From an optimization exercise on the open Yosys and OpenROAD flow, aimed at small area and a short achievable clock period; shortcuts taken in it are not production practice. The RTL was checked by simulation tests, not by an equivalence proof against the original design.

--- flow/run.sh ---
#!/bin/bash
set -e
export BUFFER_PORTS_ARGS="-buffer_cell sky130_fd_sc_hd__buf_1"
bash standard.sh > standard.log 2>&1
--- standard.sh ---
#!/bin/bash
# synth_recipe.tcl (not shown) runs the flow's synth.tcl, then flattens the netlist and writes it again
# the make line also repeats each setting of config.mk as NAME=value (left out here)
make -C /OpenROAD-flow-scripts/flow DESIGN_CONFIG=/design/flow/config.mk WORK_HOME=/design/flow/orfs CLKGATE_MAP_FILE= SYNTH_SCRIPT=/design/flow/synth_recipe.tcl "${@:-finish}"
--- config.mk ---
export PLATFORM = sky130hd
export DESIGN_NAME = intt4point
export DESIGN_NICKNAME = intt4point
export VERILOG_FILES = /design/flow/design.v
export SDC_FILE = /design/flow/constraint.sdc
export NUM_CORES = 4
export LEC_CHECK = 0
export CAP_MARGIN = 20
export CORE_MARGIN = 2
export CORE_UTILIZATION = 40
export SLEW_MARGIN = 20
export SYNTH_HIERARCHICAL = 1
export SYNTH_MINIMUM_KEEP_SIZE = 0
--- constraint.sdc ---
create_clock -name core_clock -period 110.0 [get_ports {clk}]
set_input_delay 22.0000 -clock core_clock [delete_from_list [all_inputs] [get_ports {clk}]]
set_output_delay 22.0000 -clock core_clock [all_outputs]
set_load 0.01 [all_outputs]
--- design.v ---
module intt4point(
    input clk, rst,
    input [15:0] in0, in1, in2, in3,
    output [15:0] out0, out1, out2, out3
);
  wire [12:0] z0, z1, z2, z3;
  reg [12:0] rz0;
  reg [14:0] rs2;
  reg [12:0] rb;
  reg [12:0] rd;
  wire [12:0] x0z;
  wire [12:0] dmz;
  wire [12:0] bmz;
  wire [12:0] g0 = in0[12:0] & {13{~rst}};
  wire [12:0] g1 = in1[12:0] & {13{~rst}};
  wire [12:0] g2 = in2[12:0] & {13{~rst}};
  wire [12:0] g3 = in3[12:0] & {13{~rst}};
  wire s1, c2;
  ha_m us1 (.a(g0[0]), .b(g2[0]), .s(s1), .co(c2));
  wire s3, c4;
  fa_m us3 (.a(g0[1]), .b(g2[1]), .c(c2), .s(s3), .co(c4));
  wire s5, c6;
  fa_m us5 (.a(g0[2]), .b(g2[2]), .c(c4), .s(s5), .co(c6));
  wire s7, c8;
  fa_m us7 (.a(g0[3]), .b(g2[3]), .c(c6), .s(s7), .co(c8));
  wire s9, c10;
  fa_m us9 (.a(g0[4]), .b(g2[4]), .c(c8), .s(s9), .co(c10));
  wire s11, c12;
  fa_m us11 (.a(g0[5]), .b(g2[5]), .c(c10), .s(s11), .co(c12));
  wire s13, c14;
  fa_m us13 (.a(g0[6]), .b(g2[6]), .c(c12), .s(s13), .co(c14));
  wire s15, c16;
  fa_m us15 (.a(g0[7]), .b(g2[7]), .c(c14), .s(s15), .co(c16));
  wire s17, c18;
  fa_m us17 (.a(g0[8]), .b(g2[8]), .c(c16), .s(s17), .co(c18));
  wire s19, c20;
  fa_m us19 (.a(g0[9]), .b(g2[9]), .c(c18), .s(s19), .co(c20));
  wire s21, c22;
  fa_m us21 (.a(g0[10]), .b(g2[10]), .c(c20), .s(s21), .co(c22));
  wire s23, c24;
  fa_m us23 (.a(g0[11]), .b(g2[11]), .c(c22), .s(s23), .co(c24));
  wire s25, c26;
  fa_m us25 (.a(g0[12]), .b(g2[12]), .c(c24), .s(s25), .co(c26));
  wire s27, c28;
  ha_m us27 (.a(g1[0]), .b(g3[0]), .s(s27), .co(c28));
  wire s29, c30;
  fa_m us29 (.a(g1[1]), .b(g3[1]), .c(c28), .s(s29), .co(c30));
  wire s31, c32;
  fa_m us31 (.a(g1[2]), .b(g3[2]), .c(c30), .s(s31), .co(c32));
  wire s33, c34;
  fa_m us33 (.a(g1[3]), .b(g3[3]), .c(c32), .s(s33), .co(c34));
  wire s35, c36;
  fa_m us35 (.a(g1[4]), .b(g3[4]), .c(c34), .s(s35), .co(c36));
  wire s37, c38;
  fa_m us37 (.a(g1[5]), .b(g3[5]), .c(c36), .s(s37), .co(c38));
  wire s39, c40;
  fa_m us39 (.a(g1[6]), .b(g3[6]), .c(c38), .s(s39), .co(c40));
  wire s41, c42;
  fa_m us41 (.a(g1[7]), .b(g3[7]), .c(c40), .s(s41), .co(c42));
  wire s43, c44;
  fa_m us43 (.a(g1[8]), .b(g3[8]), .c(c42), .s(s43), .co(c44));
  wire s45, c46;
  fa_m us45 (.a(g1[9]), .b(g3[9]), .c(c44), .s(s45), .co(c46));
  wire s47, c48;
  fa_m us47 (.a(g1[10]), .b(g3[10]), .c(c46), .s(s47), .co(c48));
  wire s49, c50;
  fa_m us49 (.a(g1[11]), .b(g3[11]), .c(c48), .s(s49), .co(c50));
  wire s51, c52;
  fa_m us51 (.a(g1[12]), .b(g3[12]), .c(c50), .s(s51), .co(c52));
  wire i53 = ~g2[0];
  wire s54, c55;
  xn_m us54 (.a(g0[0]), .b(i53), .y(s54));
  or_m uc55 (.a(g0[0]), .b(i53), .y(c55));
  wire i56 = ~g2[1];
  wire s57, c58;
  assign c58 = (g0[1] & i56) | (g0[1] & c55) | (i56 & c55);
  wire i59 = ~g2[2];
  wire s60, c61;
  assign c61 = (g0[2] & i59) | (g0[2] & c58) | (i59 & c58);
  wire i62 = ~g2[3];
  wire s63, c64;
  assign c64 = (g0[3] & i62) | (g0[3] & c61) | (i62 & c61);
  wire i65 = ~g2[4];
  wire s66, c67;
  assign c67 = (g0[4] & i65) | (g0[4] & c64) | (i65 & c64);
  wire i68 = ~g2[5];
  wire s69, c70;
  assign c70 = (g0[5] & i68) | (g0[5] & c67) | (i68 & c67);
  wire i71 = ~g2[6];
  wire s72, c73;
  assign c73 = (g0[6] & i71) | (g0[6] & c70) | (i71 & c70);
  wire i74 = ~g2[7];
  wire s75, c76;
  assign c76 = (g0[7] & i74) | (g0[7] & c73) | (i74 & c73);
  wire i77 = ~g2[8];
  wire s78, c79;
  assign c79 = (g0[8] & i77) | (g0[8] & c76) | (i77 & c76);
  wire i80 = ~g2[9];
  wire s81, c82;
  assign c82 = (g0[9] & i80) | (g0[9] & c79) | (i80 & c79);
  wire i83 = ~g2[10];
  wire s84, c85;
  assign c85 = (g0[10] & i83) | (g0[10] & c82) | (i83 & c82);
  wire i86 = ~g2[11];
  wire s87, c88;
  assign c88 = (g0[11] & i86) | (g0[11] & c85) | (i86 & c85);
  wire i89 = ~g2[12];
  wire s90, c91;
  wire i92 = ~g3[0];
  wire s93, c94;
  xn_m us93 (.a(g1[0]), .b(i92), .y(s93));
  or_m uc94 (.a(g1[0]), .b(i92), .y(c94));
  wire i95 = ~g3[1];
  wire s96, c97;
  assign c97 = (g1[1] & i95) | (g1[1] & c94) | (i95 & c94);
  wire i98 = ~g3[2];
  wire s99, c100;
  assign c100 = (g1[2] & i98) | (g1[2] & c97) | (i98 & c97);
  wire i101 = ~g3[3];
  wire s102, c103;
  assign c103 = (g1[3] & i101) | (g1[3] & c100) | (i101 & c100);
  wire i104 = ~g3[4];
  wire s105, c106;
  assign c106 = (g1[4] & i104) | (g1[4] & c103) | (i104 & c103);
  wire i107 = ~g3[5];
  wire s108, c109;
  assign c109 = (g1[5] & i107) | (g1[5] & c106) | (i107 & c106);
  wire i110 = ~g3[6];
  wire s111, c112;
  assign c112 = (g1[6] & i110) | (g1[6] & c109) | (i110 & c109);
  wire i113 = ~g3[7];
  wire s114, c115;
  assign c115 = (g1[7] & i113) | (g1[7] & c112) | (i113 & c112);
  wire i116 = ~g3[8];
  wire s117, c118;
  assign c118 = (g1[8] & i116) | (g1[8] & c115) | (i116 & c115);
  wire i119 = ~g3[9];
  wire s120, c121;
  assign c121 = (g1[9] & i119) | (g1[9] & c118) | (i119 & c118);
  wire i122 = ~g3[10];
  wire s123, c124;
  assign c124 = (g1[10] & i122) | (g1[10] & c121) | (i122 & c121);
  wire i125 = ~g3[11];
  wire s126, c127;
  assign c127 = (g1[11] & i125) | (g1[11] & c124) | (i125 & c124);
  wire i128 = ~g3[12];
  wire s129, c130;
  wire s131, c132;
  xn_m us131 (.a(g0[0]), .b(i53), .y(s131));
  or_m uc132 (.a(g0[0]), .b(i53), .y(c132));
  wire s133, c134;
  fa_m us133 (.a(g0[1]), .b(i56), .c(c132), .s(s133), .co(c134));
  wire s135, c136;
  fa_m us135 (.a(g0[2]), .b(i59), .c(c134), .s(s135), .co(c136));
  wire s137, c138;
  fa_m us137 (.a(g0[3]), .b(i62), .c(c136), .s(s137), .co(c138));
  wire s139, c140;
  fa_m us139 (.a(g0[4]), .b(i65), .c(c138), .s(s139), .co(c140));
  wire s141, c142;
  fa_m us141 (.a(g0[5]), .b(i68), .c(c140), .s(s141), .co(c142));
  wire s143, c144;
  fa_m us143 (.a(g0[6]), .b(i71), .c(c142), .s(s143), .co(c144));
  wire s145, c146;
  fa_m us145 (.a(g0[7]), .b(i74), .c(c144), .s(s145), .co(c146));
  wire s147, c148;
  fa_m us147 (.a(g0[8]), .b(i77), .c(c146), .s(s147), .co(c148));
  wire s149, c150;
  fa_m us149 (.a(g0[9]), .b(i80), .c(c148), .s(s149), .co(c150));
  wire s151, c152;
  fa_m us151 (.a(g0[10]), .b(i83), .c(c150), .s(s151), .co(c152));
  wire s153, c154;
  fa_m us153 (.a(g0[11]), .b(i86), .c(c152), .s(s153), .co(c154));
  wire s155, c156;
  fa_m us155 (.a(g0[12]), .b(i89), .c(c154), .s(s155), .co(c156));
  wire [12:0] w157 = {s155, s153, s151, s149, s147, s145, s143, s141, s139, s137, s135, s133, s131};
  wire i158 = ~c156;
  assign bmz = i158 ? w157 + 13'd7681 : w157;
  wire s159, c160;
  xn_m us159 (.a(g1[0]), .b(i92), .y(s159));
  or_m uc160 (.a(g1[0]), .b(i92), .y(c160));
  wire s161, c162;
  fa_m us161 (.a(g1[1]), .b(i95), .c(c160), .s(s161), .co(c162));
  wire s163, c164;
  fa_m us163 (.a(g1[2]), .b(i98), .c(c162), .s(s163), .co(c164));
  wire s165, c166;
  fa_m us165 (.a(g1[3]), .b(i101), .c(c164), .s(s165), .co(c166));
  wire s167, c168;
  fa_m us167 (.a(g1[4]), .b(i104), .c(c166), .s(s167), .co(c168));
  wire s169, c170;
  fa_m us169 (.a(g1[5]), .b(i107), .c(c168), .s(s169), .co(c170));
  wire s171, c172;
  fa_m us171 (.a(g1[6]), .b(i110), .c(c170), .s(s171), .co(c172));
  wire s173, c174;
  fa_m us173 (.a(g1[7]), .b(i113), .c(c172), .s(s173), .co(c174));
  wire s175, c176;
  fa_m us175 (.a(g1[8]), .b(i116), .c(c174), .s(s175), .co(c176));
  wire s177, c178;
  fa_m us177 (.a(g1[9]), .b(i119), .c(c176), .s(s177), .co(c178));
  wire s179, c180;
  fa_m us179 (.a(g1[10]), .b(i122), .c(c178), .s(s179), .co(c180));
  wire s181, c182;
  fa_m us181 (.a(g1[11]), .b(i125), .c(c180), .s(s181), .co(c182));
  wire s183, c184;
  fa_m us183 (.a(g1[12]), .b(i128), .c(c182), .s(s183), .co(c184));
  wire [12:0] w185 = {s183, s181, s179, s177, s175, s173, s171, s169, s167, s165, s163, s161, s159};
  wire i186 = ~c184;
  assign dmz = i186 ? w185 + 13'd7681 : w185;
  wire s187, c188;
  ha_m us187 (.a(s1), .b(s27), .s(s187), .co(c188));
  wire s189, c190;
  fa_m us189 (.a(s3), .b(s29), .c(c188), .s(s189), .co(c190));
  wire s191, c192;
  fa_m us191 (.a(s5), .b(s31), .c(c190), .s(s191), .co(c192));
  wire s193, c194;
  fa_m us193 (.a(s7), .b(s33), .c(c192), .s(s193), .co(c194));
  wire s195, c196;
  fa_m us195 (.a(s9), .b(s35), .c(c194), .s(s195), .co(c196));
  wire s197, c198;
  fa_m us197 (.a(s11), .b(s37), .c(c196), .s(s197), .co(c198));
  wire s199, c200;
  fa_m us199 (.a(s13), .b(s39), .c(c198), .s(s199), .co(c200));
  wire s201, c202;
  fa_m us201 (.a(s15), .b(s41), .c(c200), .s(s201), .co(c202));
  wire s203, c204;
  fa_m us203 (.a(s17), .b(s43), .c(c202), .s(s203), .co(c204));
  wire s205, c206;
  fa_m us205 (.a(s19), .b(s45), .c(c204), .s(s205), .co(c206));
  wire s207, c208;
  fa_m us207 (.a(s21), .b(s47), .c(c206), .s(s207), .co(c208));
  wire s209, c210;
  fa_m us209 (.a(s23), .b(s49), .c(c208), .s(s209), .co(c210));
  wire s211, c212;
  fa_m us211 (.a(s25), .b(s51), .c(c210), .s(s211), .co(c212));
  wire s213, c214;
  fa_m us213 (.a(c26), .b(c52), .c(c212), .s(s213), .co(c214));
  wire i215 = ~s27;
  wire s216, c217;
  xn_m us216 (.a(s1), .b(i215), .y(s216));
  or_m uc217 (.a(s1), .b(i215), .y(c217));
  wire i218 = ~s29;
  wire s219, c220;
  fa_m us219 (.a(s3), .b(i218), .c(c217), .s(s219), .co(c220));
  wire i221 = ~s31;
  wire s222, c223;
  fa_m us222 (.a(s5), .b(i221), .c(c220), .s(s222), .co(c223));
  wire i224 = ~s33;
  wire s225, c226;
  fa_m us225 (.a(s7), .b(i224), .c(c223), .s(s225), .co(c226));
  wire i227 = ~s35;
  wire s228, c229;
  fa_m us228 (.a(s9), .b(i227), .c(c226), .s(s228), .co(c229));
  wire i230 = ~s37;
  wire s231, c232;
  fa_m us231 (.a(s11), .b(i230), .c(c229), .s(s231), .co(c232));
  wire i233 = ~s39;
  wire s234, c235;
  fa_m us234 (.a(s13), .b(i233), .c(c232), .s(s234), .co(c235));
  wire i236 = ~s41;
  wire s237, c238;
  fa_m us237 (.a(s15), .b(i236), .c(c235), .s(s237), .co(c238));
  wire i239 = ~s43;
  wire s240, c241;
  fa_m us240 (.a(s17), .b(i239), .c(c238), .s(s240), .co(c241));
  wire i242 = ~s45;
  wire s243, c244;
  fa_m us243 (.a(s19), .b(i242), .c(c241), .s(s243), .co(c244));
  wire i245 = ~s47;
  wire s246, c247;
  fa_m us246 (.a(s21), .b(i245), .c(c244), .s(s246), .co(c247));
  wire i248 = ~s49;
  wire s249, c250;
  fa_m us249 (.a(s23), .b(i248), .c(c247), .s(s249), .co(c250));
  wire i251 = ~s51;
  wire s252, c253;
  fa_m us252 (.a(s25), .b(i251), .c(c250), .s(s252), .co(c253));
  wire i254 = ~c52;
  wire s255, c256;
  fa_m us255 (.a(c26), .b(i254), .c(c253), .s(s255), .co(c256));
  wire s257, c258;
  xn_m us257 (.a(s187), .b(s189), .y(s257));
  or_m uc258 (.a(s187), .b(s189), .y(c258));
  wire s259, c260;
  ha_m us259 (.a(s187), .b(s205), .s(s259), .co(c260));
  wire s261, c262;
  fa_m us261 (.a(s189), .b(s207), .c(c260), .s(s261), .co(c262));
  wire s263, c264;
  ha_m us263 (.a(s209), .b(c262), .s(s263), .co(c264));
  wire s265, c266;
  ha_m us265 (.a(s211), .b(c264), .s(s265), .co(c266));
  wire s267, c268;
  fa_m us267 (.a(s213), .b(s187), .c(c266), .s(s267), .co(c268));
  wire i269 = ~s257;
  wire s270, c271;
  fa_m us270 (.a(c214), .b(i269), .c(c268), .s(s270), .co(c271));
  wire i272 = ~c258;
  wire s273, c274;
  xn_m us273 (.a(i272), .b(c271), .y(s273));
  or_m uc274 (.a(i272), .b(c271), .y(c274));
  wire [12:0] w275 = {s270, s267, s265, s263, s261, s259, s203, s201, s199, s197, s195, s193, s191};
  assign x0z = s273 ? w275 + 13'd7681 : w275;
  wire [12:0] rz0_d = {x0z[12], x0z[11], x0z[10], x0z[9], x0z[8], x0z[7], x0z[6], x0z[5], x0z[4], x0z[3], x0z[2], x0z[1], x0z[0]};
  wire [14:0] rs2_d = {c256, s255, s252, s249, s246, s243, s240, s237, s234, s231, s228, s225, s222, s219, s216};
  wire [12:0] rb_d = {bmz[12], bmz[11], bmz[10], bmz[9], bmz[8], bmz[7], bmz[6], bmz[5], bmz[4], bmz[3], bmz[2], bmz[1], bmz[0]};
  wire [12:0] rd_d = {dmz[12], dmz[11], dmz[10], dmz[9], dmz[8], dmz[7], dmz[6], dmz[5], dmz[4], dmz[3], dmz[2], dmz[1], dmz[0]};
  assign z0 = rz0;
  wire i276 = ~rs2[1];
  wire s277, c278;
  xn_m us277 (.a(i276), .b(rs2[14]), .y(s277));
  or_m uc278 (.a(i276), .b(rs2[14]), .y(c278));
  wire i279 = ~rs2[7];
  wire s280, c281;
  ha_m us280 (.a(i279), .b(rs2[5]), .s(s280), .co(c281));
  wire s282, c283;
  ha_m us282 (.a(rs2[2]), .b(rs2[8]), .s(s282), .co(c283));
  wire s284, c285;
  fa_m us284 (.a(rs2[6]), .b(c281), .c(c278), .s(s284), .co(c285));
  wire s286, c287;
  fa_m us286 (.a(rs2[3]), .b(rs2[9]), .c(rs2[0]), .s(s286), .co(c287));
  wire s288, c289;
  fa_m us288 (.a(i279), .b(c283), .c(s286), .s(s288), .co(c289));
  wire s290, c291;
  fa_m us290 (.a(rs2[4]), .b(rs2[10]), .c(rs2[1]), .s(s290), .co(c291));
  wire s292, c293;
  fa_m us292 (.a(c287), .b(s290), .c(c289), .s(s292), .co(c293));
  wire s294, c295;
  fa_m us294 (.a(rs2[2]), .b(rs2[5]), .c(rs2[11]), .s(s294), .co(c295));
  wire i296 = ~c291;
  wire s297, c298;
  fa_m us297 (.a(rs2[0]), .b(rs2[9]), .c(i296), .s(s297), .co(c298));
  wire i299 = ~s294;
  wire s300, c301;
  ha_m us300 (.a(i299), .b(s297), .s(s300), .co(c301));
  wire s302, c303;
  fa_m us302 (.a(rs2[3]), .b(rs2[6]), .c(rs2[12]), .s(s302), .co(c303));
  wire s304, c305;
  fa_m us304 (.a(rs2[1]), .b(rs2[10]), .c(c298), .s(s304), .co(c305));
  wire i306 = ~c301;
  wire s307, c308;
  fa_m us307 (.a(c295), .b(s302), .c(i306), .s(s307), .co(c308));
  wire s309, c310;
  fa_m us309 (.a(rs2[2]), .b(rs2[11]), .c(rs2[0]), .s(s309), .co(c310));
  wire s311, c312;
  fa_m us311 (.a(rs2[4]), .b(rs2[7]), .c(rs2[13]), .s(s311), .co(c312));
  wire i313 = ~s309;
  wire s314, c315;
  fa_m us314 (.a(c303), .b(i313), .c(s311), .s(s314), .co(c315));
  wire i316 = ~s314;
  wire s317, c318;
  ha_m us317 (.a(i316), .b(c305), .s(s317), .co(c318));
  wire s319, c320;
  xn_m us319 (.a(rs2[3]), .b(rs2[12]), .y(s319));
  or_m uc320 (.a(rs2[3]), .b(rs2[12]), .y(c320));
  wire s321, c322;
  fa_m us321 (.a(rs2[5]), .b(rs2[8]), .c(rs2[14]), .s(s321), .co(c322));
  wire s323, c324;
  fa_m us323 (.a(rs2[1]), .b(c310), .c(s319), .s(s323), .co(c324));
  wire s325, c326;
  fa_m us325 (.a(c312), .b(s321), .c(c315), .s(s325), .co(c326));
  wire i327 = ~s325;
  wire s328, c329;
  ha_m us328 (.a(s323), .b(i327), .s(s328), .co(c329));
  wire s330, c331;
  ha_m us330 (.a(rs2[0]), .b(rs2[9]), .s(s330), .co(c331));
  wire s332, c333;
  fa_m us332 (.a(rs2[2]), .b(rs2[4]), .c(rs2[13]), .s(s332), .co(c333));
  wire s334, c335;
  fa_m us334 (.a(rs2[0]), .b(rs2[6]), .c(c322), .s(s334), .co(c335));
  wire s336, c337;
  fa_m us336 (.a(c320), .b(s332), .c(c324), .s(s336), .co(c337));
  wire s338, c339;
  fa_m us338 (.a(s330), .b(s334), .c(c326), .s(s338), .co(c339));
  wire s340, c341;
  ha_m us340 (.a(s336), .b(c329), .s(s340), .co(c341));
  wire s342, c343;
  fa_m us342 (.a(rs2[1]), .b(rs2[10]), .c(c331), .s(s342), .co(c343));
  wire s344, c345;
  fa_m us344 (.a(rs2[3]), .b(c333), .c(c337), .s(s344), .co(c345));
  wire s346, c347;
  fa_m us346 (.a(c335), .b(s342), .c(c339), .s(s346), .co(c347));
  wire s348, c349;
  ha_m us348 (.a(s344), .b(c341), .s(s348), .co(c349));
  wire i350 = ~rs2[4];
  wire s351, c352;
  fa_m us351 (.a(rs2[2]), .b(rs2[11]), .c(i350), .s(s351), .co(c352));
  wire s353, c354;
  fa_m us353 (.a(s351), .b(c343), .c(c347), .s(s353), .co(c354));
  wire s355, c356;
  ha_m us355 (.a(c345), .b(c349), .s(s355), .co(c356));
  wire s357, c358;
  fa_m us357 (.a(rs2[3]), .b(rs2[12]), .c(c352), .s(s357), .co(c358));
  wire i359 = ~s357;
  wire s360, c361;
  fa_m us360 (.a(rs2[5]), .b(i359), .c(c356), .s(s360), .co(c361));
  wire i362 = ~rs2[0];
  wire s363, c364;
  fa_m us363 (.a(i362), .b(rs2[4]), .c(rs2[13]), .s(s363), .co(c364));
  wire i365 = ~rs2[6];
  wire s366, c367;
  fa_m us366 (.a(i365), .b(s363), .c(c358), .s(s366), .co(c367));
  wire s368, c369;
  ha_m us368 (.a(s277), .b(s280), .s(s368), .co(c369));
  wire i370 = ~s282;
  wire s371, c372;
  fa_m us371 (.a(i370), .b(s284), .c(c369), .s(s371), .co(c372));
  wire i373 = ~s288;
  wire s374, c375;
  fa_m us374 (.a(c285), .b(i373), .c(c372), .s(s374), .co(c375));
  wire i376 = ~s292;
  wire s377, c378;
  fa_m us377 (.a(rs2[8]), .b(i376), .c(c375), .s(s377), .co(c378));
  wire i379 = ~c293;
  wire s380, c381;
  fa_m us380 (.a(i379), .b(s300), .c(c378), .s(s380), .co(c381));
  wire i382 = ~s307;
  wire s383, c384;
  xn_m us383 (.a(s304), .b(i382), .y(s383));
  or_m uc384 (.a(s304), .b(i382), .y(c384));
  wire i385 = ~c308;
  wire s386, c387;
  ha_m us386 (.a(i385), .b(s317), .s(s386), .co(c387));
  wire s388, c389;
  ha_m us388 (.a(c318), .b(s328), .s(s388), .co(c389));
  wire i390 = ~s338;
  wire s391, c392;
  ha_m us391 (.a(i390), .b(s340), .s(s391), .co(c392));
  wire s393, c394;
  fa_m us393 (.a(s368), .b(s348), .c(c392), .s(s393), .co(c394));
  wire s395, c396;
  fa_m us395 (.a(s371), .b(s355), .c(c394), .s(s395), .co(c396));
  wire s397, c398;
  fa_m us397 (.a(s374), .b(s360), .c(c396), .s(s397), .co(c398));
  wire s399, c400;
  fa_m us399 (.a(s377), .b(c361), .c(c398), .s(s399), .co(c400));
  wire s401, c402;
  ha_m us401 (.a(c364), .b(s368), .s(s401), .co(c402));
  wire i403 = ~s380;
  wire s404, c405;
  fa_m us404 (.a(s401), .b(c367), .c(i403), .s(s404), .co(c405));
  wire s406, c407;
  ha_m us406 (.a(c402), .b(s371), .s(s406), .co(c407));
  wire s408, c409;
  ha_m us408 (.a(c381), .b(s383), .s(s408), .co(c409));
  wire s410, c411;
  fa_m us410 (.a(c384), .b(s386), .c(c409), .s(s410), .co(c411));
  wire s412, c413;
  fa_m us412 (.a(c387), .b(s388), .c(c411), .s(s412), .co(c413));
  wire s414, c415;
  fa_m us414 (.a(c389), .b(s391), .c(c413), .s(s414), .co(c415));
  wire i416 = ~s346;
  wire s417, c418;
  fa_m us417 (.a(i416), .b(s393), .c(c415), .s(s417), .co(c418));
  wire i419 = ~s353;
  wire s420, c421;
  fa_m us420 (.a(i419), .b(s395), .c(c418), .s(s420), .co(c421));
  wire i422 = ~c354;
  wire s423, c424;
  fa_m us423 (.a(i422), .b(s397), .c(c421), .s(s423), .co(c424));
  wire i425 = ~s366;
  wire s426, c427;
  fa_m us426 (.a(i425), .b(s399), .c(c424), .s(s426), .co(c427));
  wire i428 = ~s404;
  wire s429, c430;
  fa_m us429 (.a(c400), .b(i428), .c(c427), .s(s429), .co(c430));
  wire i431 = ~c430;
  wire s432, c433;
  fa_m us432 (.a(c405), .b(s406), .c(i431), .s(s432), .co(c433));
  wire s434, c435;
  fa_m us434 (.a(s374), .b(c407), .c(c433), .s(s434), .co(c435));
  wire s436, c437;
  ha_m us436 (.a(s377), .b(c435), .s(s436), .co(c437));
  wire s438, c439;
  ha_m us438 (.a(s380), .b(c437), .s(s438), .co(c439));
  wire i440 = ~s432;
  wire i441 = ~s434;
  wire i442 = ~s436;
  wire i443 = ~s438;
  wire [12:0] w444 = {i443, i442, i441, i440, s429, s426, s423, s420, s417, s414, s412, s410, s408};
  assign z2 = c439 ? w444 + 13'd7681 : w444;
  wire s445, c446;
  xn_m us445 (.a(rb[5]), .b(rb[1]), .y(s445));
  or_m uc446 (.a(rb[5]), .b(rb[1]), .y(c446));
  wire s447, c448;
  ha_m us447 (.a(rb[6]), .b(rb[2]), .s(s447), .co(c448));
  wire s449, c450;
  fa_m us449 (.a(rb[0]), .b(c446), .c(s447), .s(s449), .co(c450));
  wire s451, c452;
  fa_m us451 (.a(rb[7]), .b(rb[3]), .c(rb[1]), .s(s451), .co(c452));
  wire s453, c454;
  fa_m us453 (.a(c448), .b(s451), .c(c450), .s(s453), .co(c454));
  wire s455, c456;
  ha_m us455 (.a(rd[9]), .b(rd[0]), .s(s455), .co(c456));
  wire s457, c458;
  fa_m us457 (.a(rb[8]), .b(rb[4]), .c(rb[2]), .s(s457), .co(c458));
  wire s459, c460;
  fa_m us459 (.a(rd[10]), .b(rd[1]), .c(c456), .s(s459), .co(c460));
  wire s461, c462;
  fa_m us461 (.a(c452), .b(s457), .c(c454), .s(s461), .co(c462));
  wire s463, c464;
  fa_m us463 (.a(rb[0]), .b(rb[9]), .c(rb[5]), .s(s463), .co(c464));
  wire s465, c466;
  fa_m us465 (.a(rb[3]), .b(rd[0]), .c(c458), .s(s465), .co(c466));
  wire s467, c468;
  fa_m us467 (.a(rd[2]), .b(rd[11]), .c(c460), .s(s467), .co(c468));
  wire s469, c470;
  fa_m us469 (.a(s463), .b(s465), .c(c462), .s(s469), .co(c470));
  wire s471, c472;
  fa_m us471 (.a(rb[1]), .b(rb[10]), .c(rb[6]), .s(s471), .co(c472));
  wire s473, c474;
  fa_m us473 (.a(rb[4]), .b(rb[0]), .c(rd[1]), .s(s473), .co(c474));
  wire s475, c476;
  fa_m us475 (.a(c464), .b(s471), .c(s473), .s(s475), .co(c476));
  wire s477, c478;
  fa_m us477 (.a(rd[3]), .b(rd[12]), .c(c468), .s(s477), .co(c478));
  wire s479, c480;
  fa_m us479 (.a(c466), .b(s475), .c(c470), .s(s479), .co(c480));
  wire s481, c482;
  fa_m us481 (.a(rb[2]), .b(rb[11]), .c(rb[7]), .s(s481), .co(c482));
  wire s483, c484;
  fa_m us483 (.a(rb[5]), .b(rb[1]), .c(rd[2]), .s(s483), .co(c484));
  wire s485, c486;
  fa_m us485 (.a(rd[0]), .b(c472), .c(c474), .s(s485), .co(c486));
  wire s487, c488;
  fa_m us487 (.a(s481), .b(s483), .c(c476), .s(s487), .co(c488));
  wire i489 = ~rd[4];
  wire s490, c491;
  fa_m us490 (.a(i489), .b(s485), .c(s487), .s(s490), .co(c491));
  wire i492 = ~s490;
  wire s493, c494;
  ha_m us493 (.a(c478), .b(i492), .s(s493), .co(c494));
  wire i495 = ~rb[3];
  wire s496, c497;
  xn_m us496 (.a(i495), .b(rd[5]), .y(s496));
  or_m uc497 (.a(i495), .b(rd[5]), .y(c497));
  wire s498, c499;
  fa_m us498 (.a(rb[12]), .b(rb[8]), .c(rb[6]), .s(s498), .co(c499));
  wire s500, c501;
  fa_m us500 (.a(rb[2]), .b(rd[3]), .c(rd[1]), .s(s500), .co(c501));
  wire s502, c503;
  fa_m us502 (.a(c482), .b(c484), .c(s498), .s(s502), .co(c503));
  wire s504, c505;
  fa_m us504 (.a(s500), .b(c486), .c(s502), .s(s504), .co(c505));
  wire s506, c507;
  fa_m us506 (.a(c488), .b(s504), .c(c491), .s(s506), .co(c507));
  wire s508, c509;
  ha_m us508 (.a(s496), .b(c494), .s(s508), .co(c509));
  wire s510, c511;
  fa_m us510 (.a(rd[2]), .b(rb[4]), .c(rb[0]), .s(s510), .co(c511));
  wire s512, c513;
  fa_m us512 (.a(rb[9]), .b(rb[7]), .c(rb[3]), .s(s512), .co(c513));
  wire s514, c515;
  fa_m us514 (.a(rb[0]), .b(rd[6]), .c(c497), .s(s514), .co(c515));
  wire s516, c517;
  fa_m us516 (.a(rd[4]), .b(c499), .c(c501), .s(s516), .co(c517));
  wire s518, c519;
  fa_m us518 (.a(s510), .b(s512), .c(c503), .s(s518), .co(c519));
  wire s520, c521;
  fa_m us520 (.a(s516), .b(c505), .c(s518), .s(s520), .co(c521));
  wire i522 = ~s514;
  wire s523, c524;
  fa_m us523 (.a(i522), .b(s520), .c(c507), .s(s523), .co(c524));
  wire s525, c526;
  fa_m us525 (.a(rd[3]), .b(rb[10]), .c(rb[8]), .s(s525), .co(c526));
  wire s527, c528;
  fa_m us527 (.a(rb[4]), .b(rd[5]), .c(c511), .s(s527), .co(c528));
  wire s529, c530;
  fa_m us529 (.a(c513), .b(s525), .c(c517), .s(s529), .co(c530));
  wire s531, c532;
  fa_m us531 (.a(s527), .b(c519), .c(s529), .s(s531), .co(c532));
  wire i533 = ~s531;
  wire s534, c535;
  fa_m us534 (.a(rb[1]), .b(c515), .c(i533), .s(s534), .co(c535));
  wire i536 = ~c521;
  wire s537, c538;
  ha_m us537 (.a(i536), .b(s534), .s(s537), .co(c538));
  wire s539, c540;
  fa_m us539 (.a(rd[4]), .b(rb[11]), .c(rb[9]), .s(s539), .co(c540));
  wire s541, c542;
  fa_m us541 (.a(rb[5]), .b(rd[6]), .c(c526), .s(s541), .co(c542));
  wire s543, c544;
  fa_m us543 (.a(s539), .b(c528), .c(s541), .s(s543), .co(c544));
  wire s545, c546;
  fa_m us545 (.a(c530), .b(s543), .c(c532), .s(s545), .co(c546));
  wire s547, c548;
  fa_m us547 (.a(rb[2]), .b(c535), .c(c538), .s(s547), .co(c548));
  wire s549, c550;
  fa_m us549 (.a(rd[5]), .b(rb[12]), .c(rb[10]), .s(s549), .co(c550));
  wire s551, c552;
  fa_m us551 (.a(rb[6]), .b(rd[7]), .c(c540), .s(s551), .co(c552));
  wire s553, c554;
  fa_m us553 (.a(s549), .b(c542), .c(s551), .s(s553), .co(c554));
  wire s555, c556;
  fa_m us555 (.a(c544), .b(s553), .c(c546), .s(s555), .co(c556));
  wire i557 = ~s555;
  wire s558, c559;
  ha_m us558 (.a(rb[3]), .b(i557), .s(s558), .co(c559));
  wire s560, c561;
  xn_m us560 (.a(rb[4]), .b(rb[0]), .y(s560));
  or_m uc561 (.a(rb[4]), .b(rb[0]), .y(c561));
  wire s562, c563;
  fa_m us562 (.a(rd[6]), .b(rb[11]), .c(rb[7]), .s(s562), .co(c563));
  wire s564, c565;
  fa_m us564 (.a(rd[8]), .b(c550), .c(s562), .s(s564), .co(c565));
  wire s566, c567;
  fa_m us566 (.a(c552), .b(s564), .c(c554), .s(s566), .co(c567));
  wire i568 = ~s560;
  wire s569, c570;
  fa_m us569 (.a(i568), .b(s566), .c(c556), .s(s569), .co(c570));
  wire s571, c572;
  fa_m us571 (.a(rb[12]), .b(rb[8]), .c(rd[9]), .s(s571), .co(c572));
  wire s573, c574;
  fa_m us573 (.a(c563), .b(s571), .c(c565), .s(s573), .co(c574));
  wire i575 = ~c561;
  wire s576, c577;
  fa_m us576 (.a(i575), .b(s573), .c(c567), .s(s576), .co(c577));
  wire s578, c579;
  ha_m us578 (.a(rb[9]), .b(rd[10]), .s(s578), .co(c579));
  wire s580, c581;
  fa_m us580 (.a(c572), .b(s578), .c(c574), .s(s580), .co(c581));
  wire s582, c583;
  fa_m us582 (.a(rb[10]), .b(rd[11]), .c(c579), .s(s582), .co(c583));
  wire s584, c585;
  ha_m us584 (.a(rb[11]), .b(rd[12]), .s(s584), .co(c585));
  wire i586 = ~s445;
  wire s587, c588;
  ha_m us587 (.a(rd[7]), .b(i586), .s(s587), .co(c588));
  wire i589 = ~s449;
  wire s590, c591;
  fa_m us590 (.a(rd[8]), .b(i589), .c(c588), .s(s590), .co(c591));
  wire i592 = ~s453;
  wire s593, c594;
  fa_m us593 (.a(i592), .b(s455), .c(c591), .s(s593), .co(c594));
  wire i595 = ~s461;
  wire s596, c597;
  fa_m us596 (.a(s459), .b(i595), .c(c594), .s(s596), .co(c597));
  wire i598 = ~s469;
  wire s599, c600;
  fa_m us599 (.a(s467), .b(i598), .c(c597), .s(s599), .co(c600));
  wire i601 = ~s479;
  wire s602, c603;
  fa_m us602 (.a(s477), .b(i601), .c(c600), .s(s602), .co(c603));
  wire i604 = ~c480;
  wire s605, c606;
  xn_m us605 (.a(s493), .b(i604), .y(s605));
  or_m uc606 (.a(s493), .b(i604), .y(c606));
  wire i607 = ~s506;
  wire s608, c609;
  ha_m us608 (.a(i607), .b(s508), .s(s608), .co(c609));
  wire s610, c611;
  ha_m us610 (.a(c509), .b(c609), .s(s610), .co(c611));
  wire s612, c613;
  fa_m us612 (.a(s587), .b(s537), .c(c611), .s(s612), .co(c613));
  wire s614, c615;
  fa_m us614 (.a(s590), .b(s547), .c(c613), .s(s614), .co(c615));
  wire s616, c617;
  fa_m us616 (.a(s593), .b(c548), .c(s558), .s(s616), .co(c617));
  wire s618, c619;
  fa_m us618 (.a(s596), .b(c559), .c(c617), .s(s618), .co(c619));
  wire s620, c621;
  ha_m us620 (.a(s587), .b(s576), .s(s620), .co(c621));
  wire i622 = ~s599;
  wire s623, c624;
  fa_m us623 (.a(i622), .b(s620), .c(c570), .s(s623), .co(c624));
  wire s625, c626;
  fa_m us625 (.a(s590), .b(s580), .c(c577), .s(s625), .co(c626));
  wire s627, c628;
  fa_m us627 (.a(c621), .b(s625), .c(c624), .s(s627), .co(c628));
  wire s629, c630;
  ha_m us629 (.a(s582), .b(c581), .s(s629), .co(c630));
  wire s631, c632;
  fa_m us631 (.a(s593), .b(s629), .c(c626), .s(s631), .co(c632));
  wire s633, c634;
  ha_m us633 (.a(s584), .b(c583), .s(s633), .co(c634));
  wire s635, c636;
  fa_m us635 (.a(s633), .b(c630), .c(s596), .s(s635), .co(c636));
  wire s637, c638;
  ha_m us637 (.a(rb[12]), .b(c585), .s(s637), .co(c638));
  wire s639, c640;
  fa_m us639 (.a(s637), .b(c634), .c(s599), .s(s639), .co(c640));
  wire s641, c642;
  ha_m us641 (.a(c638), .b(s602), .s(s641), .co(c642));
  wire s643, c644;
  ha_m us643 (.a(c603), .b(s605), .s(s643), .co(c644));
  wire s645, c646;
  fa_m us645 (.a(c606), .b(s608), .c(c644), .s(s645), .co(c646));
  wire i647 = ~s523;
  wire s648, c649;
  fa_m us648 (.a(i647), .b(s610), .c(c646), .s(s648), .co(c649));
  wire i650 = ~c524;
  wire s651, c652;
  fa_m us651 (.a(i650), .b(s612), .c(c649), .s(s651), .co(c652));
  wire i653 = ~s545;
  wire s654, c655;
  fa_m us654 (.a(i653), .b(s614), .c(c652), .s(s654), .co(c655));
  wire s656, c657;
  fa_m us656 (.a(c615), .b(s616), .c(c655), .s(s656), .co(c657));
  wire i658 = ~s569;
  wire s659, c660;
  fa_m us659 (.a(i658), .b(s618), .c(c657), .s(s659), .co(c660));
  wire i661 = ~s623;
  wire s662, c663;
  fa_m us662 (.a(c619), .b(i661), .c(c660), .s(s662), .co(c663));
  wire i664 = ~s627;
  wire s665, c666;
  fa_m us665 (.a(s602), .b(i664), .c(c663), .s(s665), .co(c666));
  wire i667 = ~c666;
  wire s668, c669;
  fa_m us668 (.a(c628), .b(s631), .c(i667), .s(s668), .co(c669));
  wire s670, c671;
  fa_m us670 (.a(c632), .b(s635), .c(c669), .s(s670), .co(c671));
  wire s672, c673;
  fa_m us672 (.a(c636), .b(s639), .c(c671), .s(s672), .co(c673));
  wire s674, c675;
  fa_m us674 (.a(c640), .b(s641), .c(c673), .s(s674), .co(c675));
  wire s676, c677;
  xn_m us676 (.a(c642), .b(c675), .y(s676));
  or_m uc677 (.a(c642), .b(c675), .y(c677));
  wire i678 = ~s668;
  wire i679 = ~s670;
  wire i680 = ~s672;
  wire i681 = ~s674;
  wire [12:0] w682 = {i681, i680, i679, i678, s665, s662, s659, s656, s654, s651, s648, s645, s643};
  wire i683 = ~s676;
  assign z1 = i683 ? w682 + 13'd7681 : w682;
  wire i684 = ~rd[5];
  wire s685, c686;
  ha_m us685 (.a(rb[7]), .b(i684), .s(s685), .co(c686));
  wire i687 = ~rd[6];
  wire s688, c689;
  xn_m us688 (.a(rb[8]), .b(i687), .y(s688));
  or_m uc689 (.a(rb[8]), .b(i687), .y(c689));
  wire i690 = ~c686;
  wire s691, c692;
  fa_m us691 (.a(rd[2]), .b(rd[0]), .c(i690), .s(s691), .co(c692));
  wire s693, c694;
  fa_m us693 (.a(rd[7]), .b(rd[3]), .c(rd[1]), .s(s693), .co(c694));
  wire s695, c696;
  fa_m us695 (.a(rb[0]), .b(rb[9]), .c(c689), .s(s695), .co(c696));
  wire s697, c698;
  xn_m us697 (.a(s693), .b(c692), .y(s697));
  or_m uc698 (.a(s693), .b(c692), .y(c698));
  wire s699, c700;
  fa_m us699 (.a(rd[8]), .b(rd[4]), .c(rd[2]), .s(s699), .co(c700));
  wire s701, c702;
  fa_m us701 (.a(rb[1]), .b(rb[10]), .c(c696), .s(s701), .co(c702));
  wire s703, c704;
  fa_m us703 (.a(c694), .b(s699), .c(c698), .s(s703), .co(c704));
  wire s705, c706;
  fa_m us705 (.a(rd[0]), .b(rb[0]), .c(rd[9]), .s(s705), .co(c706));
  wire s707, c708;
  fa_m us707 (.a(rd[5]), .b(rd[3]), .c(c700), .s(s707), .co(c708));
  wire s709, c710;
  fa_m us709 (.a(rb[2]), .b(rb[11]), .c(c702), .s(s709), .co(c710));
  wire s711, c712;
  fa_m us711 (.a(s705), .b(s707), .c(c704), .s(s711), .co(c712));
  wire s713, c714;
  fa_m us713 (.a(rd[1]), .b(rb[1]), .c(rd[10]), .s(s713), .co(c714));
  wire s715, c716;
  fa_m us715 (.a(rd[6]), .b(rd[4]), .c(rd[0]), .s(s715), .co(c716));
  wire s717, c718;
  fa_m us717 (.a(c706), .b(s713), .c(s715), .s(s717), .co(c718));
  wire i719 = ~c708;
  wire s720, c721;
  fa_m us720 (.a(rb[3]), .b(rb[12]), .c(i719), .s(s720), .co(c721));
  wire i722 = ~s717;
  wire s723, c724;
  fa_m us723 (.a(i722), .b(s720), .c(c710), .s(s723), .co(c724));
  wire s725, c726;
  fa_m us725 (.a(rb[0]), .b(rb[2]), .c(rd[11]), .s(s725), .co(c726));
  wire s727, c728;
  fa_m us727 (.a(rd[7]), .b(rd[5]), .c(rd[1]), .s(s727), .co(c728));
  wire s729, c730;
  fa_m us729 (.a(rd[2]), .b(c714), .c(c716), .s(s729), .co(c730));
  wire s731, c732;
  fa_m us731 (.a(s725), .b(s727), .c(c718), .s(s731), .co(c732));
  wire i733 = ~s729;
  wire s734, c735;
  fa_m us734 (.a(rb[4]), .b(i733), .c(c721), .s(s734), .co(c735));
  wire i736 = ~s731;
  wire s737, c738;
  ha_m us737 (.a(i736), .b(s734), .s(s737), .co(c738));
  wire i739 = ~rb[1];
  wire s740, c741;
  xn_m us740 (.a(i739), .b(rb[5]), .y(s740));
  or_m uc741 (.a(i739), .b(rb[5]), .y(c741));
  wire s742, c743;
  fa_m us742 (.a(rd[3]), .b(rb[3]), .c(rd[12]), .s(s742), .co(c743));
  wire s744, c745;
  fa_m us744 (.a(rd[8]), .b(rd[6]), .c(rd[2]), .s(s744), .co(c745));
  wire s746, c747;
  fa_m us746 (.a(c726), .b(c728), .c(s742), .s(s746), .co(c747));
  wire s748, c749;
  fa_m us748 (.a(s744), .b(c730), .c(s746), .s(s748), .co(c749));
  wire s750, c751;
  fa_m us750 (.a(s740), .b(c735), .c(c738), .s(s750), .co(c751));
  wire s752, c753;
  xn_m us752 (.a(c732), .b(s748), .y(s752));
  or_m uc753 (.a(c732), .b(s748), .y(c753));
  wire s754, c755;
  fa_m us754 (.a(rb[2]), .b(rd[4]), .c(rd[0]), .s(s754), .co(c755));
  wire s756, c757;
  fa_m us756 (.a(rb[4]), .b(rd[9]), .c(rd[7]), .s(s756), .co(c757));
  wire s758, c759;
  fa_m us758 (.a(rd[0]), .b(rb[6]), .c(c741), .s(s758), .co(c759));
  wire s760, c761;
  fa_m us760 (.a(rd[3]), .b(c743), .c(c745), .s(s760), .co(c761));
  wire s762, c763;
  fa_m us762 (.a(s754), .b(s756), .c(c747), .s(s762), .co(c763));
  wire s764, c765;
  fa_m us764 (.a(s760), .b(c749), .c(s762), .s(s764), .co(c765));
  wire i766 = ~s758;
  wire s767, c768;
  fa_m us767 (.a(i766), .b(c753), .c(s764), .s(s767), .co(c768));
  wire s769, c770;
  fa_m us769 (.a(rb[3]), .b(rb[5]), .c(rd[10]), .s(s769), .co(c770));
  wire s771, c772;
  fa_m us771 (.a(rd[8]), .b(rd[4]), .c(c755), .s(s771), .co(c772));
  wire s773, c774;
  fa_m us773 (.a(c757), .b(s769), .c(c761), .s(s773), .co(c774));
  wire s775, c776;
  fa_m us775 (.a(s771), .b(c763), .c(s773), .s(s775), .co(c776));
  wire s777, c778;
  fa_m us777 (.a(s775), .b(c765), .c(c768), .s(s777), .co(c778));
  wire s779, c780;
  ha_m us779 (.a(rd[1]), .b(c759), .s(s779), .co(c780));
  wire s781, c782;
  fa_m us781 (.a(rb[4]), .b(rb[6]), .c(rd[11]), .s(s781), .co(c782));
  wire s783, c784;
  fa_m us783 (.a(rd[9]), .b(rd[5]), .c(c770), .s(s783), .co(c784));
  wire s785, c786;
  fa_m us785 (.a(s781), .b(c772), .c(s783), .s(s785), .co(c786));
  wire s787, c788;
  fa_m us787 (.a(c774), .b(s785), .c(c776), .s(s787), .co(c788));
  wire i789 = ~s787;
  wire s790, c791;
  fa_m us790 (.a(rd[2]), .b(c780), .c(i789), .s(s790), .co(c791));
  wire s792, c793;
  fa_m us792 (.a(rb[5]), .b(rb[7]), .c(rd[12]), .s(s792), .co(c793));
  wire s794, c795;
  fa_m us794 (.a(rd[10]), .b(rd[6]), .c(c782), .s(s794), .co(c795));
  wire s796, c797;
  fa_m us796 (.a(s792), .b(c784), .c(s794), .s(s796), .co(c797));
  wire s798, c799;
  fa_m us798 (.a(c786), .b(s796), .c(c788), .s(s798), .co(c799));
  wire s800, c801;
  ha_m us800 (.a(rd[3]), .b(c791), .s(s800), .co(c801));
  wire i802 = ~rb[6];
  wire s803, c804;
  xn_m us803 (.a(i802), .b(rd[4]), .y(s803));
  or_m uc804 (.a(i802), .b(rd[4]), .y(c804));
  wire s805, c806;
  fa_m us805 (.a(rb[8]), .b(rd[11]), .c(rd[7]), .s(s805), .co(c806));
  wire s807, c808;
  fa_m us807 (.a(c793), .b(s805), .c(c795), .s(s807), .co(c808));
  wire i809 = ~c797;
  wire s810, c811;
  fa_m us810 (.a(rd[0]), .b(s803), .c(i809), .s(s810), .co(c811));
  wire i812 = ~s810;
  wire s813, c814;
  fa_m us813 (.a(s807), .b(i812), .c(c799), .s(s813), .co(c814));
  wire s815, c816;
  fa_m us815 (.a(rb[9]), .b(rd[12]), .c(rd[8]), .s(s815), .co(c816));
  wire s817, c818;
  fa_m us817 (.a(c806), .b(s815), .c(c808), .s(s817), .co(c818));
  wire i819 = ~s817;
  wire s820, c821;
  fa_m us820 (.a(c804), .b(c811), .c(i819), .s(s820), .co(c821));
  wire s822, c823;
  ha_m us822 (.a(rb[10]), .b(rd[9]), .s(s822), .co(c823));
  wire s824, c825;
  fa_m us824 (.a(c816), .b(s822), .c(c818), .s(s824), .co(c825));
  wire s826, c827;
  fa_m us826 (.a(rb[11]), .b(rd[10]), .c(c823), .s(s826), .co(c827));
  wire s828, c829;
  ha_m us828 (.a(rb[12]), .b(rd[11]), .s(s828), .co(c829));
  wire i830 = ~rd[1];
  wire s831, c832;
  ha_m us831 (.a(i830), .b(s685), .s(s831), .co(c832));
  wire i833 = ~s691;
  wire s834, c835;
  fa_m us834 (.a(s688), .b(i833), .c(c832), .s(s834), .co(c835));
  wire i836 = ~s697;
  wire s837, c838;
  fa_m us837 (.a(s695), .b(i836), .c(c835), .s(s837), .co(c838));
  wire i839 = ~s703;
  wire s840, c841;
  fa_m us840 (.a(s701), .b(i839), .c(c838), .s(s840), .co(c841));
  wire i842 = ~s711;
  wire s843, c844;
  fa_m us843 (.a(s709), .b(i842), .c(c841), .s(s843), .co(c844));
  wire i845 = ~c712;
  wire s846, c847;
  fa_m us846 (.a(i845), .b(s723), .c(c844), .s(s846), .co(c847));
  wire s848, c849;
  xn_m us848 (.a(s737), .b(c724), .y(s848));
  or_m uc849 (.a(s737), .b(c724), .y(c849));
  wire i850 = ~s752;
  wire s851, c852;
  ha_m us851 (.a(i850), .b(s750), .s(s851), .co(c852));
  wire i853 = ~s767;
  wire s854, c855;
  ha_m us854 (.a(i853), .b(c751), .s(s854), .co(c855));
  wire s856, c857;
  fa_m us856 (.a(s831), .b(s779), .c(c855), .s(s856), .co(c857));
  wire s858, c859;
  fa_m us858 (.a(s834), .b(s790), .c(c857), .s(s858), .co(c859));
  wire s860, c861;
  fa_m us860 (.a(s837), .b(s800), .c(c859), .s(s860), .co(c861));
  wire i862 = ~s813;
  wire s863, c864;
  fa_m us863 (.a(s840), .b(c801), .c(i862), .s(s863), .co(c864));
  wire i865 = ~s831;
  wire s866, c867;
  xn_m us866 (.a(i865), .b(s820), .y(s866));
  or_m uc867 (.a(i865), .b(s820), .y(c867));
  wire s868, c869;
  fa_m us868 (.a(s843), .b(s866), .c(c864), .s(s868), .co(c869));
  wire s870, c871;
  fa_m us870 (.a(c821), .b(c867), .c(s846), .s(s870), .co(c871));
  wire i872 = ~s870;
  wire s873, c874;
  fa_m us873 (.a(s834), .b(s824), .c(i872), .s(s873), .co(c874));
  wire s875, c876;
  ha_m us875 (.a(s826), .b(s837), .s(s875), .co(c876));
  wire s877, c878;
  fa_m us877 (.a(c825), .b(s875), .c(c874), .s(s877), .co(c878));
  wire s879, c880;
  ha_m us879 (.a(s828), .b(c827), .s(s879), .co(c880));
  wire s881, c882;
  fa_m us881 (.a(s879), .b(s840), .c(c876), .s(s881), .co(c882));
  wire s883, c884;
  ha_m us883 (.a(rd[12]), .b(c829), .s(s883), .co(c884));
  wire s885, c886;
  fa_m us885 (.a(s883), .b(c880), .c(s843), .s(s885), .co(c886));
  wire s887, c888;
  ha_m us887 (.a(c884), .b(s846), .s(s887), .co(c888));
  wire s889, c890;
  ha_m us889 (.a(c847), .b(s848), .s(s889), .co(c890));
  wire s891, c892;
  fa_m us891 (.a(c849), .b(s851), .c(c890), .s(s891), .co(c892));
  wire s893, c894;
  fa_m us893 (.a(c852), .b(s854), .c(c892), .s(s893), .co(c894));
  wire i895 = ~s777;
  wire s896, c897;
  fa_m us896 (.a(i895), .b(s856), .c(c894), .s(s896), .co(c897));
  wire i898 = ~c778;
  wire s899, c900;
  fa_m us899 (.a(i898), .b(s858), .c(c897), .s(s899), .co(c900));
  wire i901 = ~s798;
  wire s902, c903;
  fa_m us902 (.a(i901), .b(s860), .c(c900), .s(s902), .co(c903));
  wire s904, c905;
  fa_m us904 (.a(c861), .b(s863), .c(c903), .s(s904), .co(c905));
  wire i906 = ~c814;
  wire s907, c908;
  fa_m us907 (.a(i906), .b(s868), .c(c905), .s(s907), .co(c908));
  wire i909 = ~s873;
  wire s910, c911;
  fa_m us910 (.a(c869), .b(i909), .c(c908), .s(s910), .co(c911));
  wire i912 = ~s877;
  wire s913, c914;
  fa_m us913 (.a(c871), .b(i912), .c(c911), .s(s913), .co(c914));
  wire i915 = ~c914;
  wire s916, c917;
  fa_m us916 (.a(c878), .b(s881), .c(i915), .s(s916), .co(c917));
  wire s918, c919;
  fa_m us918 (.a(c882), .b(s885), .c(c917), .s(s918), .co(c919));
  wire s920, c921;
  fa_m us920 (.a(c886), .b(s887), .c(c919), .s(s920), .co(c921));
  wire s922, c923;
  xn_m us922 (.a(c888), .b(c921), .y(s922));
  or_m uc923 (.a(c888), .b(c921), .y(c923));
  wire i924 = ~s916;
  wire i925 = ~s918;
  wire i926 = ~s920;
  wire [12:0] w927 = {i926, i925, i924, s913, s910, s907, s904, s902, s899, s896, s893, s891, s889};
  wire i928 = ~s922;
  assign z3 = i928 ? w927 + 13'd7681 : w927;
  always @(posedge clk) begin
    rz0 <= rz0_d;
    rs2 <= rs2_d;
    rb <= rb_d;
    rd <= rd_d;
  end
  assign out0 = {3'b000, z0};
  assign out1 = {3'b000, z1};
  assign out2 = {3'b000, z2};
  assign out3 = {3'b000, z3};
endmodule
module fa_m(input a, b, c, output s, co);
  assign s = a ^ b ^ c;
  assign co = (a & b) | (a & c) | (b & c);
endmodule
module ha_m(input a, b, output s, co);
  assign s = a ^ b;
  assign co = a & b;
endmodule
module xn_m(input a, b, output y);
  assign y = ~(a ^ b);
endmodule
module or_m(input a, b, output y);
  assign y = a | b;
endmodule
==> results.ini <==
[critical_path]
cp.required_ps=88000
crit_type=flip-flop to primary output
worstPathArrival_ps=9130
end_kind=primary output
cp-start-kind=flip-flop
crit_start=rb[2]$_DFF_P_
crit_path_max_fanout=8

[sta]
finalSetupViolations=0
slew_headroom_pct=43.7
tns_ps=0
report.final.hold_viol_count=0
worst_pin_slew_ps=839
whs_ps=22220
drv_slew=0
period_share_pct=28.3
max_freq_ghz=0.0321
rsz0062_at_grt=no
period_minus_slack_ps=31130
timing.final.ws_setup_ps=78870

[global_route]
grtUsageTotal_pct=16.8
grt-ovfl-total=0
grt_pass1_vias=6635
grt_pass1_wl_mm=34.9
antenna_found_initial=0
grt_max_degree=53

[final_layout]
layout-drive-gt1-share_pct=1.68
syn_to_final_growth_pct=8.69
n_antenna_cell=0
postLayoutCellArea_sq_um=11200
nets=1367

[placed_design]
gp_routability_congestion=0.860
dp_slack_ps=78820
hpwl_mm=18.5
post_dp_cell_area_sq_um=11000
numPortBuffers=105

[logic_synthesis]
synth-seq-cells=54
async_flop_share_pct=0
yosysTopAreaCell=fa_1
ys_warn_count=7
synth_cells=849
synth_enable_flop_cells=0
syn_avg_cell_area_sq_um=12.1
netlist_area_sq_um=10300
synth_cell_type_count=32
yosysSeqAreaShare_pct=10.5
synthFlopType=dfxtp_1
synth_area_leaders=fa_1 56%, dfxtp_1 11%, ha_1 7.4%
yosysTopAreaCellShare_pct=56.4

[min_path]
hold_path.startpoint=in2[12]
hold_class=input port to flip-flop

[routing]
final_antenna_net_count=0
wl_per_cell_microns=16.2
wl_mm=20.8
drtIter0Drc=200
viasPerCell=4.74
vias=6072
drcViolationCount=0
drt-pass1-iter-count=7

[floorplanning]
coreArea_sq_um=25200
start_util_pct=40.8
floorplan.rows=58
die_x_microns=164
ios=130
die_area_sq_um=27000
die_h_microns=164

[clocking]
cts-htree-levels=2
cts_hold_buf=0
clock-sinks=54
cts.repair.resized=0
clockBufferDepth=2
clockRootBuffer=clkbuf_16
path_clk_slew_ps=60
post_cts_buffers=0
cts_made_buffers=5
cts_tree=yes

[run_status]
outcome=complete, no violations

[flow_run]
cap_violations=0

[per-layer routing]
| layer | GRT usage [%] | up-vias | routed length, microns |
|---|---|---|---|
| met5 | 0 | - | 0 |
| met4 | 3.59 | 0 | 335 |
| met3 | 1.79 | 15 | 834 |
| met2 | 27.4 | 135 | 9830 |
| met1 | 24.5 | 3127 | 9770 |
| li1 | - | 2795 | - |
[final cells by class]
type | instances | area [sq um]
Clock buffer | 5 | 125
Clock inverter | 3 | 40.0
Fill cell | 2350 | 14000
Inverter | 132 | 495
Multi-Input combinational cell | 652 | 8600
Sequential cell | 54 | 1080
Tap cell | 330 | 413
Timing Repair Buffer | 106 | 403
[Yosys stat by module, one instance, submodules excluded]
module	times used	cells inside
intt4point	1	466
fa_m	289	1
ha_m	55	1
xn_m	21	1
or_m	18	1
[worst paths after layout]
path / end / slack, ps / cells past startpoint
setup / recovery: out1[8] / 78870 / 27
hold / removal: rb[12]$_DFF_P_ / 22220 / 4
[stage by stage]
stage / cells / util (%)
floorplan: 860 / -
global placement: 1274 / 43.6
detailed placement: 1274 / 43.6
CTS: 1282 / 44.3
global route: 1282 / 44.3
finish: 1282 / 44.3
[cell usage after synthesis, types with 6 or more instances]
cell type,n
or2_1,18
nor3_1,11
ha_1,61
nand2b_1,28
nand3_1,12
nand4_1,22
dfxtp_1,54
mux2_2,6
clkbuf_1,8
o31ai_1,12
buf_4,12
nand2_1,20
nor2_1,13
xnor2_1,57
nor2b_1,26
xor2_1,36
fa_1,289
inv_1,132
[worst max-delay path, stage by stage (launching register included)]
cell	delay (ps)
dfxtp_1	730
ha_1	370
fa_1	380
fa_1	480
inv_1	50
fa_1	450
fa_1	390
fa_1	410
fa_1	400
ha_1	220
fa_1	380
fa_1	400
fa_1	390
fa_1	380
fa_1	390
fa_1	400
fa_1	390
fa_1	360
inv_1	70
fa_1	180
fa_1	180
fa_1	200
fa_1	200
xnor2_1	180
nand3b_1	240
nor3_1	260
xor2_1	180
buf_1	170
[cell families after synthesis]
| group | synth area share [%] |
|---|---|
| mux | 0.658 |
| xor+xnor | 7.94 |
| flops | 10.5 |
| simple gates | 9.29 |
| buf+inv | 6.10 |
| fa+ha+maj | 63.8 |
| compound gates | 1.63 |
| other cells | 0.0365 |
[flip-flops by register name, indices dropped and copies added, names as in the netlist]
signal and flops:
rs2 15, rb 13, rd 13, rz0 13
[cells in the final DEF (no fill, tap or decap)]
master,instances
or4b_1,1
and3b_1,1
bufinv_16,1
or2_1,18
clkbuf_16,5
o211ai_1,5
fa_1,289
o21ai_0,5
conb_1,12
nand2b_1,28
ha_1,61
buf_4,1
nand3b_1,2
buf_1,104
nor2_1,13
and3_1,3
nor3_1,11
o31ai_1,12
xor2_1,36
dfxtp_1,54
nor3b_1,3
and4_1,1
nor4_1,4
nand2_1,20
inv_1,132
a31oi_1,1
mux2_2,6
nand3_1,12
a311oi_1,1
nand4_1,22
xnor2_1,57
nand4b_1,2
nor2b_1,26
clkinv_2,2
clkbuf_2,1

-- separate check: timing with driven ports --
In the flow no input, the clock included, has a driving cell. The finished layout below was timed again as built, in two steps.
Step 1, drivers: a clkbuf_16 drives clk and a buf_2 each remaining input, both assumed.
Step 2, shift: input delay + t, output delay - t, t = (earliest + latest rising clock arrival at the registers) / 2. This alone moves slack from input paths to output paths.
Three values: ideal ports, drivers, drivers and shift; two values: the first two.
t (ns): 0.329
setup WS [ns]: 78.867 / 78.828 / 78.830
worst hold slack (ns): 22.216 / 22.197 / 22.411
clock arrival spread, ns: 0.006 / 0.005
After both steps setup and hold are still met in this run. For this run, drivers alone change the setup slack by -0.039 ns; drivers and shift together by -0.037 ns.
